What follows belongs to an exercise in optimizing a design on an open flow for small area and a short achievable clock period; a production flow would make more cautious choices. At most, simulation tests tie the RTL to the original design; equivalence was not proved. No activity file was given, so power comes from the tool's default toggle rates.

## before
// fifo
module fifo(clock,reset,pin,sin,din,pout,dout, TM, SI, S0);
Size: ~970 cells after synthesis, about 310 flip-flops.
make LEC_CHECK=0 CAP_MARGIN=20 CORE_MARGIN=2 CORE_UTILIZATION=40 SETUP_SLACK_MARGIN=1.0 SLEW_MARGIN=20 finish   # period 3.5 ns
run.sh (not shown) runs the stock make flow with config.mk's settings and CLKGATE_MAP_FILE= SYNTH_SCRIPT=/design/flow/synth_recipe.tcl, a recipe that flattens the netlist after the stock synthesis.
Per the final summary, before finished and its layout is clean on timing, DRC and antenna.
--- input diff before..after ---
Settings: CORE_UTILIZATION changed from 40 to 60; SETUP_SLACK_MARGIN changed from 1.0 to 1.7.
Results
- after completed; timing, DRC and antenna clean
- Lower clock share of power among before and after: after
- Non-clock buffer count delta for after relative to before: 3.8% higher
- When after is set beside before, its design internal power turns out to be 2.7% larger.
- Sequential share of layout area ended up 1.7 points lower on after than on before.
- Against before, final critical-path required period in after came out worse.
- In after, power is higher than in before.
- Taking before as the reference, in after worst-margin pin slew shows an increase of 0.17 ns; die height shows a reduction of 18%.
No functional check of the RTL was part of any run of this note.


== run A ==
fifo, a different RTL version from the one above (not shown whole).
For scale: about 770 cells after synthesis, roughly 310 flip-flops, about 26 I/O pins, about 12000 um^2 of cells after synthesis.
Settings: LEC_CHECK=0, CAP_MARGIN=20, CORE_MARGIN=2, CORE_UTILIZATION=55, SETUP_SLACK_MARGIN=1.5, SLEW_MARGIN=20, SYNTH_HIERARCHICAL=1; clock period 3.5 ns.
standard.sh (not shown) runs the stock make flow with config.mk's settings and CLKGATE_MAP_FILE= SYNTH_SCRIPT=/design/flow/synth_recipe.tcl, a recipe that flattens the netlist after the stock synthesis.
==> flow/flow/run.sh <==
#!/bin/bash
# Layout flow: the standard ORFS flow (standard.sh), with two changes:
#  - the port buffers are plain buf_2 cells instead of the delay cells
#    buffer_ports picks by default;
#  - the clock tree uses larger sink clusters and no dummy loads.
# make's full output goes to flow.log in the work folder; ORFS keeps each
# step's own log under orfs/logs/.
set -euo pipefail
export BUFFER_PORTS_ARGS="-buffer_cell sky130_fd_sc_hd__buf_2"
export CTS_ARGS="-sink_clustering_enable -repair_clock_nets -dont_use_dummy_load -sink_clustering_size 20 -sink_clustering_max_diameter 60 -buf_list {sky130_fd_sc_hd__clkbuf_8 sky130_fd_sc_hd__clkbuf_16}"
bash standard.sh > flow.log 2>&1
Run A did not stop at any stage, and its layout met the timing, DRC and antenna checks.
diff inputs: run A => run B
- CORE_UTILIZATION changed from 55 to 65
-- flow/flow/run.sh --
<<< run A, line 10
export CTS_ARGS="-sink_clustering_enable -repair_clock_nets -dont_use_dummy_load -sink_clustering_size 20 -sink_clustering_max_diameter 60 -buf_list {sky130_fd_sc_hd__clkbuf_8 sky130_fd_sc_hd__clkbuf_16}"
>>> run B, line 10
export CTS_ARGS="-sink_clustering_enable -repair_clock_nets -dont_use_dummy_load -sink_clustering_size 25 -sink_clustering_max_diameter 70 -buf_list {sky130_fd_sc_hd__clkbuf_8 sky130_fd_sc_hd__clkbuf_16}"
- Comparing run A and run B, the higher final core utilization was measured on run B.
- Comparing run A against run B, there is no change at all in number of clock sinks seen by CTS.
- Compared with run A, run B shows a lower x dimension of the die.
- Run B against run A: count of non-filler cells in the finished layout now smaller; internal power consumption went down 5.9%.
- Between run A and run B, the flow reports fmax decreasing slightly.
- On footprint of the flip-flops and latches, run A and run B are neck and neck.
- Looking at wire length, run B sits 7.4% lower than run A does.
- Run B against run A: sequential share of cell area rose by 1.9 points, cell area after placement lost about 0.7%.
Setup changes, run B to run C
- CORE_UTILIZATION now 55, was 65
- SETUP_SLACK_MARGIN now 1.6, was 1.5
-- flow/flow/run.sh --
<<< run B, line 10
export CTS_ARGS="-sink_clustering_enable -repair_clock_nets -dont_use_dummy_load -sink_clustering_size 25 -sink_clustering_max_diameter 70 -buf_list {sky130_fd_sc_hd__clkbuf_8 sky130_fd_sc_hd__clkbuf_16}"
>>> run C, line 10
export CTS_ARGS="-sink_clustering_enable -repair_clock_nets -dont_use_dummy_load -sink_clustering_size 30 -sink_clustering_max_diameter 80 -buf_list {sky130_fd_sc_hd__clkbuf_8 sky130_fd_sc_hd__clkbuf_16}"
==> run summary <==
Per the final summary, run C finished and its layout is clean on timing, DRC and antenna.
Run B has lower portion of total power attributed to combinational logic than run C.
Worst hold margin: lower on run C
| detail-routed net length per standard cell | run B vs run C | ≈ equal |
Run C vs run B: required time at the worst-slack endpoint up in run C
Per the comparison of run C with run B, total power went up by 130 uW, multi-input gate share of total cell area now larger.
Looking only at cell area after layout, and setting everything else aside, the higher value of run C and run B goes to run C.
Non-clock buffer instance count of the final layout (run B / run C): 0.905
Compared to run B, run C has routed wire length 1.6 mm higher.

[port drivers added, routing unchanged]
Ports are ideal in the flow. The routed layouts listed here were re-timed in OpenROAD. Step 1 assumes that a clkbuf_16 drives the clock port and a buf_2 every other input. Step 2 times the ports against the registers' clock, not the clock port: input delays grow and output delays shrink by t, the midpoint of the rising clock arrivals with the driver on. Slacks: no drivers / after step 1 / after step 2; pairs: no drivers / after step 1.
run | shift t [ns] | setup WS [ns] | clock arrival spread, ns | worst register clock-pin slew, ns | worst data-port slew with drivers (ns)
before | 0.582 | 0.963 / 0.963 / 0.499 | 0.022 / 0.022 | 0.07 / 0.07 | 0.03
after | 0.552 | 0.933 / 0.933 / 0.476 | 0.015 / 0.015 | 0.06 / 0.06 | 0.05
run A | 0.552 | 1.402 / 1.428 / 0.878 | 0.036 / 0.036 | 0.08 / 0.08 | 0.03
run B | 0.530 | 1.382 / 1.382 / 0.942 | 0.035 / 0.035 | 0.10 / 0.10 | 0.03
run C | 0.521 | 1.391 / 1.391 / 0.963 | 0.086 / 0.087 | 0.11 / 0.11 | 0.04
After both steps every run listed still meets setup and hold. For run A, which loses most, drivers alone change the setup slack by +0.026 ns; drivers and shift together by -0.524 ns.
